Context: an optimization exercise on an open-source flow, tuned for small area, a short achievable clock period and few clock cycles. The choices shown serve that exercise and are no tape-out recipe.
The RTL was checked by simulation tests, not by an equivalence proof against the original design.

==> trial 38 <==
Design Milestone1, start of the top module:
module Milestone1 (
	input  logic        Clock,
	input  logic        Resetn,
	input  logic        Enable,
	output logic [17:0] SRAM_address,
	input  logic [15:0] SRAM_read_data,
	output logic [15:0] SRAM_write_data,
	output logic        SRAM_we_n
);
Settings: LEC_CHECK=0, CAP_MARGIN=20, CORE_MARGIN=2, CORE_UTILIZATION=60, CTS_CLUSTER_DIAMETER=100, CTS_CLUSTER_SIZE=24, PLACE_DENSITY=0.75, SETUP_SLACK_MARGIN=5, SLEW_MARGIN=20; clock period 12.0 ns.
standard.sh (not shown) runs the stock make flow with config.mk's settings and CLKGATE_MAP_FILE= SYNTH_SCRIPT=/design/flow/synth_recipe.tcl, a recipe that flattens the netlist after the stock synthesis.
==> flow/flow/run.sh <==
#!/bin/bash
set -euo pipefail
sed 's/SETUP_SLACK_MARGIN=5 /SETUP_SLACK_MARGIN=8.4 /' standard.sh > standard_margin.sh
grep -q 'SETUP_SLACK_MARGIN=8.4 ' standard_margin.sh
bash standard_margin.sh > standard_margin.log 2>&1
==> trial 45: changes against trial 38 <==
--- a/flow/design.v
+++ b/flow/design.v
@@ -10,24 +10,24 @@
 	output logic        SRAM_we_n
 );
 localparam [17:0] U_BASE   = 18'd38400;
 localparam [17:0] V_BASE   = 18'd57600;
 localparam [17:0] RGB_BASE = 18'd146944;
-logic       busy, first, oddB;
+logic       busy, first;
 logic [7:0] col;
 logic [3:0] ph;
 logic [15:0] p;    
 logic [17:0] wa;   
 logic [7:0] wU [0:5];
 logic [7:0] wV [0:5];
 logic [7:0] hU, vh1, vh2;
-logic [7:0] Y1h;    
+logic [15:0] Yh;
+logic signed [8:0] FU;
 logic [7:0] B0h, G1h, B1h;
 wire [7:0] rd_hi = SRAM_read_data[15:8];
 wire [7:0] rd_lo = SRAM_read_data[7:0];
 logic selV;   
-logic selE;   
 wire [7:0] fa = selV ? wV[0] : wU[0];
 wire [7:0] fb = selV ? wV[1] : wU[1];
 wire [7:0] fc = selV ? wV[2] : wU[2];
 wire [7:0] fd = selV ? wV[3] : wU[3];
 wire [7:0] fe = selV ? wV[4] : wU[4];
@@ -201,32 +201,23 @@
 wire tf_160 = (tf_119 & tf_120) | (tf_119 & tf_158) | (tf_120 & tf_158);
 wire tf_161 = tf_121 ^ s2[8] ^ s3[8];
 wire tf_162 = (tf_121 & s2[8]) | (tf_121 & s3[8]) | (s2[8] & s3[8]);
 wire [16:0] tf_a = {tf_162, tf_160, tf_157, tf_154, tf_151, tf_148, tf_145, tf_142, tf_139, tf_136, tf_133, tf_130, ~tf_128, tf_125, tf_123, ~s3[0], s3[0]};
 wire [16:0] tf_b = {~s2[8], tf_161, tf_159, tf_156, tf_153, tf_150, tf_147, tf_144, tf_141, tf_138, tf_135, tf_132, tf_129, ~tf_127, tf_124, ~tf_122, s1[0]};
-wire [8:0] fl = {1'b0, tf_a[7:0]} + {1'b0, tf_b[7:0]};
-logic [8:0] FUa, FUb, FVa, FVb;
-logic FUc, FVc;
-always_ff @(posedge Clock) begin
-	if (ph == 4'd1) begin
-		FUa <= tf_a[16:8]; FUb <= tf_b[16:8]; FUc <= fl[8];
-	end
-	FVa <= tf_a[16:8]; FVb <= tf_b[16:8]; FVc <= fl[8];
-end
-wire [8:0] FU = FUa + FUb + {8'd0, FUc};
-wire [8:0] FV = FVa + FVb + {8'd0, FVc};
+wire [16:0] FS = tf_a + tf_b;
+wire signed [8:0] fout = FS[16:8];
 logic [7:0] py;
 logic signed [8:0] pu, pv;
 always_ff @(posedge Clock) begin
-	if (selE) begin
-		py <= rd_hi;       
+	if (selV) begin
+		py <= Yh[15:8];
 		pu <= {~wU[2][7], ~wU[2][7], wU[2][6:0]};
 		pv <= {~wV[2][7], ~wV[2][7], wV[2][6:0]};
 	end else begin
-		py <= Y1h;
+		py <= Yh[7:0];
 		pu <= FU;
-		pv <= FV;
+		pv <= fout;
 	end
 end
 wire txr_0 = py[5] ^ py[3];
 wire txr_1 = py[5] & py[3];
 wire txr_2 = py[6] ^ py[4] ^ py[2];
@@ -849,58 +840,41 @@
 wire txb_156 = txb_99 ^ pu[7] ^ 1'b1;
 wire txb_157 = (txb_99 & pu[7]) | (txb_99 & 1'b1) | (pu[7] & 1'b1);
 wire [26:0] txb_a = {1'b1, txb_157, txb_155, txb_153, txb_151, txb_149, txb_147, txb_145, txb_142, txb_140, txb_137, txb_134, txb_131, txb_128, txb_126, txb_124, txb_121, txb_118, txb_116, ~txb_113, ~txb_110, ~txb_107, ~txb_104, ~txb_101, txb_100, ~pu[1], ~pu[0]};
 wire [26:0] txb_b = {1'b0, ~pu[8], txb_156, txb_154, txb_152, txb_150, txb_148, txb_146, txb_144, txb_141, txb_139, txb_136, txb_133, txb_130, txb_127, txb_125, txb_123, txb_120, txb_117, txb_115, ~txb_112, ~txb_109, ~txb_106, ~txb_103, ~pu[0], 1'b0, 1'b1};
 wire [16:0] lr = {1'b0, txr_a[15:0]} + {1'b0, txr_b[15:0]};
-wire [12:0] lg = {1'b0, txg_a[11:0]} + {1'b0, txg_b[11:0]};    
+wire [16:0] lg = {1'b0, txg_a[15:0]} + {1'b0, txg_b[15:0]};
 wire [16:0] lb = {1'b0, txb_a[15:0]} + {1'b0, txb_b[15:0]};
-logic [10:0] hra, hrb, hba, hbb;
-logic [14:0] hga, hgb;
+logic [10:0] hra, hrb, hga, hgb, hba, hbb;
 logic cr, cg, cb, Nu, Nv;
 always_ff @(posedge Clock) begin
 	hra <= txr_a[26:16]; hrb <= txr_b[26:16]; cr <= lr[16];
-	hga <= txg_a[26:12]; hgb <= txg_b[26:12]; cg <= lg[12];
+	hga <= txg_a[26:16]; hgb <= txg_b[26:16]; cg <= lg[16];
 	hba <= txb_a[26:16]; hbb <= txb_b[26:16]; cb <= lb[16];
 	Nu <= pu[8] & ~pu[7];
 	Nv <= pv[8] & ~pv[7];
 end
 wire [10:0] XR = hra + hrb + {10'd0, cr};
-wire [14:0] XGw = hga + hgb + {14'd0, cg};
-wire [10:0] XG = XGw[14:4];
+wire [10:0] XG = hga + hgb + {10'd0, cg};
 wire [10:0] XB = hba + hbb + {10'd0, cb};
 function automatic [7:0] clampc(input [10:0] x);
 	clampc = x[10] ? 8'd0 : (|x[9:8]) ? 8'd255 : x[7:0];
 endfunction
 wire [7:0] Ro = Nv ? 8'd0 : clampc(XR);
 wire [7:0] Go = (Nu | Nv) ? 8'd0 : clampc(XG);
 wire [7:0] Bo = Nu ? 8'd0 : clampc(XB);
 wire c159   = (col == 8'd159);
-wire c0     = (col == 8'd0);
 wire ceven  = ~col[0];
 wire last_ph = c159 ? (ph == 4'd9) : (ph == 4'd4);
 wire [7:0] ncol = last_ph ? (c159 ? 8'd0 : col + 8'd1) : col;
 wire [3:0] nph  = last_ph ? 4'd0 : ph + 4'd1;
 wire nc159 = (ncol == 8'd159);
-wire last_n = nc159 ? (nph == 4'd9) : (nph == 4'd4);
-wire [7:0] nncol = last_n ? (nc159 ? 8'd0 : ncol + 8'd1) : ncol;
-wire [3:0] nnph  = last_n ? 4'd0 : nph + 4'd1;
-wire nnc159 = (nncol == 8'd159);
-logic nwrite, nreadY, nreadU;
-logic [1:0] uvoff;    
-always_ff @(posedge Clock) begin
-	if (~busy) begin
-		nwrite <= 1'b1;     
-		nreadY <= 1'b0;
-		nreadU <= 1'b0;
-		uvoff <= 2'd0;
-	end else begin
-		nwrite <= (nnph == 4'd1) | (nnph == 4'd2) | (nnph == 4'd4);
-		nreadY <= (nnph == 4'd3 & ~nnc159) | (nnph == 4'd8);
-		nreadU <= (nnph == 4'd0 & (nnc159 | ~nncol[0] & nncol <= 8'd154)) | (nnph == 4'd5);
-		uvoff <= (nnc159 & (nnph == 4'd0 | nnph == 4'd3)) ? 2'd0 : (nnph == 4'd5 | nnph == 4'd7) ? 2'd1 : 2'd2;
-	end
-end
+wire nwrite = (nph == 4'd0) | (nph == 4'd1) | (nph == 4'd4);
+wire nreadY = (nph == 4'd3 & ~nc159) | (nph == 4'd8);
+wire nreadU = (nph == 4'd2 & (nc159 | ~ncol[0] & ncol <= 8'd154)) | (nph == 4'd6);
+wire nreadV = (nph == 4'd3 & nc159) | (nph == 4'd2 & ncol[0] & ncol <= 8'd153) | (nph == 4'd7) | (nph == 4'd9);
+wire [1:0] uvoff = (nc159 & (nph == 4'd2 | nph == 4'd3)) ? 2'd0 : (nph == 4'd6 | nph == 4'd7) ? 2'd1 : 2'd2;
 wire [17:0] uvaddr = (nreadU ? U_BASE : V_BASE) + {16'd0, uvoff} + {3'd0, p[15:1]};
 always_ff @(posedge Clock or negedge Resetn) begin
 	if (~Resetn) begin
 		busy <= 1'b0;
 		SRAM_we_n <= 1'b1;
@@ -908,35 +882,31 @@
 		if (~busy) begin
 			SRAM_we_n <= 1'b1;
 			if (Enable) busy <= 1'b1;
 		end else begin
 			SRAM_we_n <= ~(nwrite & ~first);
-			if (ph == 4'd2 & c0 & wa == 18'd0) begin
+			if (ph == 4'd1 & col == 8'd0 & wa == 18'd0) begin
 				busy <= 1'b0;
 				SRAM_we_n <= 1'b1;
 			end
 		end
 	end
 end
 always_ff @(posedge Clock) begin
 	if (~busy) begin
 		col <= 8'd159;
-		ph <= 4'd0;
+		ph <= 4'd2;
 		p <= 16'd0;
-		wa <= RGB_BASE - 18'd5;
+		wa <= RGB_BASE - 18'd3;
 		first <= 1'b1;
 		selV <= 1'b0;
-		selE <= 1'b0;
-		oddB <= 1'b0;
 		SRAM_address <= U_BASE;
 	end else begin
 		col <= ncol;
 		ph <= nph;
 		selV <= (nph == 4'd1);
-		selE <= (nph == 4'd0);
-		oddB <= (ph == 4'd4);
-		if (ph == 4'd1 & c0) first <= 1'b0;
+		if (ph == 4'd0 & col == 8'd0) first <= 1'b0;
 		if (nwrite) begin
 			SRAM_address <= wa;
 			wa <= wa + 18'd1;
 		end else if (nreadY) begin
 			SRAM_address <= {2'b00, p};
@@ -947,16 +917,17 @@
 	end
 end
 wire cle153 = (col <= 8'd153);
 wire cle154 = (col <= 8'd154);
 wire cle155 = (col <= 8'd155);
-wire rsU = c159 & (ph >= 4'd2) & (ph != 4'd6) & (ph != 4'd9);
+wire c0 = (col == 8'd0);
+wire rsU = c159 & (ph >= 4'd4);
 wire rsV = c159 & (ph >= 4'd5) | c0 & (ph == 4'd0);
-wire shU = (ph == 4'd2) | rsU;
-wire shV = (ph == 4'd2) & ~c159 | rsV;
-wire uhi  = c159 ? (ph == 4'd2 | ph == 4'd7) : (ceven & cle154);
-wire urep = c159 ? (ph == 4'd3 | ph == 4'd4) : ~cle155;
+wire shU = (ph == 4'd4) | rsU;
+wire shV = (ph == 4'd4) & ~c159 | rsV;
+wire uhi  = rsU ? (ph == 4'd4 | ph == 4'd8) : (ceven & cle154);
+wire urep = rsU ? (ph == 4'd5 | ph == 4'd6) : ~cle155;
 wire vhi  = rsV & (ph == 4'd5 | ph == 4'd9);
 wire vrep = rsV ? (ph == 4'd6 | ph == 4'd7) : ~cle155;
 wire [7:0] srcU = uhi ? rd_hi : (urep ? wU[5] : hU);
 wire [7:0] srcV = vhi ? rd_hi : (vrep ? wV[5] : vh1);
 always_ff @(posedge Clock) begin
@@ -965,28 +936,34 @@
 		if (uhi) hU <= rd_lo;
 	end
 	if (shV) begin
 		wV[0] <= wV[1]; wV[1] <= wV[2]; wV[2] <= wV[3]; wV[3] <= wV[4]; wV[4] <= wV[5]; wV[5] <= srcV;
 	end
-	if ((ph == 4'd2 & ~ceven & cle153) | (c0 & ph == 4'd1)) begin
+	if ((ph == 4'd4 & ~ceven & cle153) | (c0 & ph == 4'd1)) begin
 		vh1 <= rd_hi;
 		vh2 <= rd_lo;
 	end else if (vhi) begin
 		vh1 <= rd_lo;
-	end else if (ph == 4'd2 & ceven & cle154) begin
+	end else if (ph == 4'd4 & ceven & cle154) begin
 		vh1 <= vh2;
 	end
 end
 always_ff @(posedge Clock) begin
-	if (ph == 4'd0) Y1h <= rd_lo;
-	if (ph == 4'd2) begin
-		SRAM_write_data <= {Ro, Go};
-		B0h <= Bo;
-	end else if (oddB) begin
+	FU <= fout;
+	B0h <= Bo;
+end
+always_ff @(posedge Clock) begin
+	case (ph)
+	4'd0: begin
+		Yh <= SRAM_read_data;
+		SRAM_write_data <= {G1h, B1h};
+	end
+	4'd3: SRAM_write_data <= {Ro, Go};
+	4'd4: begin
 		SRAM_write_data <= {B0h, Ro};
 		G1h <= Go;
 		B1h <= Bo;
-	end else if (ph == 4'd1) begin
-		SRAM_write_data <= {G1h, B1h};
 	end
+	default: ;
+	endcase
 end
 endmodule
==> flow/run.sh (new file) <==
#!/bin/bash
# synth_recipe.tcl (not shown) runs the flow's synth.tcl, then flattens the netlist and writes it again
# the make line also repeats each setting of config.mk as NAME=value (left out here)
make -C /OpenROAD-flow-scripts/flow DESIGN_CONFIG=/design/flow/config.mk WORK_HOME=/design/flow/orfs CLKGATE_MAP_FILE= SYNTH_SCRIPT=/design/flow/synth_recipe.tcl finish
==> flow/config.mk (replaced) <==
export PLATFORM = sky130hd
export DESIGN_NAME = Milestone1
export DESIGN_NICKNAME = Milestone1
export VERILOG_FILES = /design/flow/design.v
export SDC_FILE = /design/flow/constraint.sdc
export NUM_CORES = 4
export LEC_CHECK = 0
export CAP_MARGIN = 20
export CORE_MARGIN = 2
export CORE_UTILIZATION = 40
export PLACE_DENSITY = 0.6
export SETUP_SLACK_MARGIN = 5
export SLEW_MARGIN = 20
removed: flow/flow/run.sh
removed: flow/standard.sh
==> trial 26: changes against trial 38 <==
--- a/flow/design.v
+++ b/flow/design.v
@@ -18,16 +18,15 @@
 logic [15:0] p;    
 logic [17:0] wa;   
 logic [7:0] wU [0:5];
 logic [7:0] wV [0:5];
 logic [7:0] hU, vh1, vh2;
-logic [7:0] Y1h;    
+logic [15:0] Yh;
 logic [7:0] B0h, G1h, B1h;
 wire [7:0] rd_hi = SRAM_read_data[15:8];
 wire [7:0] rd_lo = SRAM_read_data[7:0];
 logic selV;   
-logic selE;   
 wire [7:0] fa = selV ? wV[0] : wU[0];
 wire [7:0] fb = selV ? wV[1] : wU[1];
 wire [7:0] fc = selV ? wV[2] : wU[2];
 wire [7:0] fd = selV ? wV[3] : wU[3];
 wire [7:0] fe = selV ? wV[4] : wU[4];
@@ -215,16 +214,16 @@
 wire [8:0] FU = FUa + FUb + {8'd0, FUc};
 wire [8:0] FV = FVa + FVb + {8'd0, FVc};
 logic [7:0] py;
 logic signed [8:0] pu, pv;
 always_ff @(posedge Clock) begin
-	if (selE) begin
-		py <= rd_hi;       
+	if (selV) begin
+		py <= Yh[15:8];
 		pu <= {~wU[2][7], ~wU[2][7], wU[2][6:0]};
 		pv <= {~wV[2][7], ~wV[2][7], wV[2][6:0]};
 	end else begin
-		py <= Y1h;
+		py <= Yh[7:0];
 		pu <= FU;
 		pv <= FV;
 	end
 end
 wire txr_0 = py[5] ^ py[3];
@@ -849,25 +848,23 @@
 wire txb_156 = txb_99 ^ pu[7] ^ 1'b1;
 wire txb_157 = (txb_99 & pu[7]) | (txb_99 & 1'b1) | (pu[7] & 1'b1);
 wire [26:0] txb_a = {1'b1, txb_157, txb_155, txb_153, txb_151, txb_149, txb_147, txb_145, txb_142, txb_140, txb_137, txb_134, txb_131, txb_128, txb_126, txb_124, txb_121, txb_118, txb_116, ~txb_113, ~txb_110, ~txb_107, ~txb_104, ~txb_101, txb_100, ~pu[1], ~pu[0]};
 wire [26:0] txb_b = {1'b0, ~pu[8], txb_156, txb_154, txb_152, txb_150, txb_148, txb_146, txb_144, txb_141, txb_139, txb_136, txb_133, txb_130, txb_127, txb_125, txb_123, txb_120, txb_117, txb_115, ~txb_112, ~txb_109, ~txb_106, ~txb_103, ~pu[0], 1'b0, 1'b1};
 wire [16:0] lr = {1'b0, txr_a[15:0]} + {1'b0, txr_b[15:0]};
-wire [12:0] lg = {1'b0, txg_a[11:0]} + {1'b0, txg_b[11:0]};    
+wire [16:0] lg = {1'b0, txg_a[15:0]} + {1'b0, txg_b[15:0]};
 wire [16:0] lb = {1'b0, txb_a[15:0]} + {1'b0, txb_b[15:0]};
-logic [10:0] hra, hrb, hba, hbb;
-logic [14:0] hga, hgb;
+logic [10:0] hra, hrb, hga, hgb, hba, hbb;
 logic cr, cg, cb, Nu, Nv;
 always_ff @(posedge Clock) begin
 	hra <= txr_a[26:16]; hrb <= txr_b[26:16]; cr <= lr[16];
-	hga <= txg_a[26:12]; hgb <= txg_b[26:12]; cg <= lg[12];
+	hga <= txg_a[26:16]; hgb <= txg_b[26:16]; cg <= lg[16];
 	hba <= txb_a[26:16]; hbb <= txb_b[26:16]; cb <= lb[16];
 	Nu <= pu[8] & ~pu[7];
 	Nv <= pv[8] & ~pv[7];
 end
 wire [10:0] XR = hra + hrb + {10'd0, cr};
-wire [14:0] XGw = hga + hgb + {14'd0, cg};
-wire [10:0] XG = XGw[14:4];
+wire [10:0] XG = hga + hgb + {10'd0, cg};
 wire [10:0] XB = hba + hbb + {10'd0, cb};
 function automatic [7:0] clampc(input [10:0] x);
 	clampc = x[10] ? 8'd0 : (|x[9:8]) ? 8'd255 : x[7:0];
 endfunction
 wire [7:0] Ro = Nv ? 8'd0 : clampc(XR);
@@ -923,18 +920,16 @@
 		ph <= 4'd0;
 		p <= 16'd0;
 		wa <= RGB_BASE - 18'd5;
 		first <= 1'b1;
 		selV <= 1'b0;
-		selE <= 1'b0;
 		oddB <= 1'b0;
 		SRAM_address <= U_BASE;
 	end else begin
 		col <= ncol;
 		ph <= nph;
 		selV <= (nph == 4'd1);
-		selE <= (nph == 4'd0);
 		oddB <= (ph == 4'd4);
 		if (ph == 4'd1 & c0) first <= 1'b0;
 		if (nwrite) begin
 			SRAM_address <= wa;
 			wa <= wa + 18'd1;
@@ -975,12 +970,12 @@
 	end else if (ph == 4'd2 & ceven & cle154) begin
 		vh1 <= vh2;
 	end
 end
 always_ff @(posedge Clock) begin
-	if (ph == 4'd0) Y1h <= rd_lo;
-	if (ph == 4'd2) begin
+	if (ph == 4'd0) Yh <= SRAM_read_data;
+	if (ph == 4'd3) begin
 		SRAM_write_data <= {Ro, Go};
 		B0h <= Bo;
 	end else if (oddB) begin
 		SRAM_write_data <= {B0h, Ro};
 		G1h <= Go;
==> flow/run.sh (new file) <==
#!/bin/bash
# synth_recipe.tcl (not shown) runs the flow's synth.tcl, then flattens the netlist and writes it again
# the make line also repeats each setting of config.mk as NAME=value (left out here)
make -C /OpenROAD-flow-scripts/flow DESIGN_CONFIG=/design/flow/config.mk WORK_HOME=/design/flow/orfs CLKGATE_MAP_FILE= SYNTH_SCRIPT=/design/flow/synth_recipe.tcl finish
--- a/flow/config.mk
+++ b/flow/config.mk
@@ -6,10 +6,9 @@
 export NUM_CORES = 4
 export LEC_CHECK = 0
 export CAP_MARGIN = 20
 export CORE_MARGIN = 2
 export CORE_UTILIZATION = 60
-export CTS_CLUSTER_DIAMETER = 100
-export CTS_CLUSTER_SIZE = 24
+export CTS_BUF_LIST = sky130_fd_sc_hd__clkbuf_4 sky130_fd_sc_hd__clkbuf_8
 export PLACE_DENSITY = 0.75
 export SETUP_SLACK_MARGIN = 5
 export SLEW_MARGIN = 20
removed: flow/flow/run.sh
removed: flow/standard.sh
==> results.txt <==
Final period utilization: trial 26 34.45%; trial 45 44.46%; trial 38 29.96%
Starting density of the core: trial 26 60.56%; trial 45 40.37%; trial 38 60.93%
CTS-repair resized insts: trial 26 0; trial 45 0; trial 38 81
Post-synth EDFFs: trial 26 195; trial 45 168; trial 38 187
Num sequential: trial 26 406; trial 45 371; trial 38 407
Final non-clock buffer share: trial 26 2.184%; trial 45 2.520%; trial 38 2.808%
Outcome: trial 26 complete, no violations; trial 45 complete, no violations; trial 38 complete, no violations
Asr flop ratio synth: trial 26 0.4926%; trial 45 0.5391%; trial 38 0.4914%
Max-Slew Margin vs Limit: trial 26 27.65%; trial 45 32.49%; trial 38 32.37%
Global Route met2 Usage: trial 26 43.01%; trial 45 30.74%; trial 38 43.12%
First drt pass iteration count: trial 26 7; trial 45 6; trial 38 5
Depth of the CTS H-tree: trial 26 3; trial 45 2; trial 38 1
Nets in the synthesized netlist: trial 26 2723; trial 45 2544; trial 38 2723
Met1 layer usage reported by global route: trial 26 34.98%; trial 45 24.20%; trial 38 33.17%
Testbench counts of trial 38, summed over its fixed seeds: cycles 1,545,712.
Testbench counts of trial 45, summed over its fixed seeds: cycles 1,545,688.
Testbench counts of trial 26, summed over its fixed seeds: cycles 1,545,712.

## port drivers added, routing unchanged
The flow's constraints put no driver on any port. The routed layouts listed below were extracted and timed again, unchanged, in two steps.
Step 1: set_driving_cell puts a clkbuf_16 on Clock and a buf_2 on each other input, an assumption about the parent block.
Step 2, shift: input delay + t, output delay - t, t = (earliest + latest rising clock arrival at the registers) / 2. This alone moves slack from input paths to output paths.
a / b / c = no drivers / after step 1 / after step 2; a / b = the first two.
run | shift t [ns] | slack for setup (ns) | hold slack, ns | worst data-port slew with drivers (ns) | pins driven straight from the clock port
trial 38 | 0.611 | 8.405 / 8.345 / 8.479 | 0.447 / 0.447 / 0.447 | 0.03 | 1
trial 45 | 0.615 | 6.664 / 6.664 / 6.664 | 0.435 / 0.435 / 0.435 | 0.03 | 1
trial 26 | 0.691 | 7.867 / 7.842 / 7.867 | 0.395 / 0.395 / 0.395 | 0.03 | 1
After both steps every run listed still meets setup and hold.
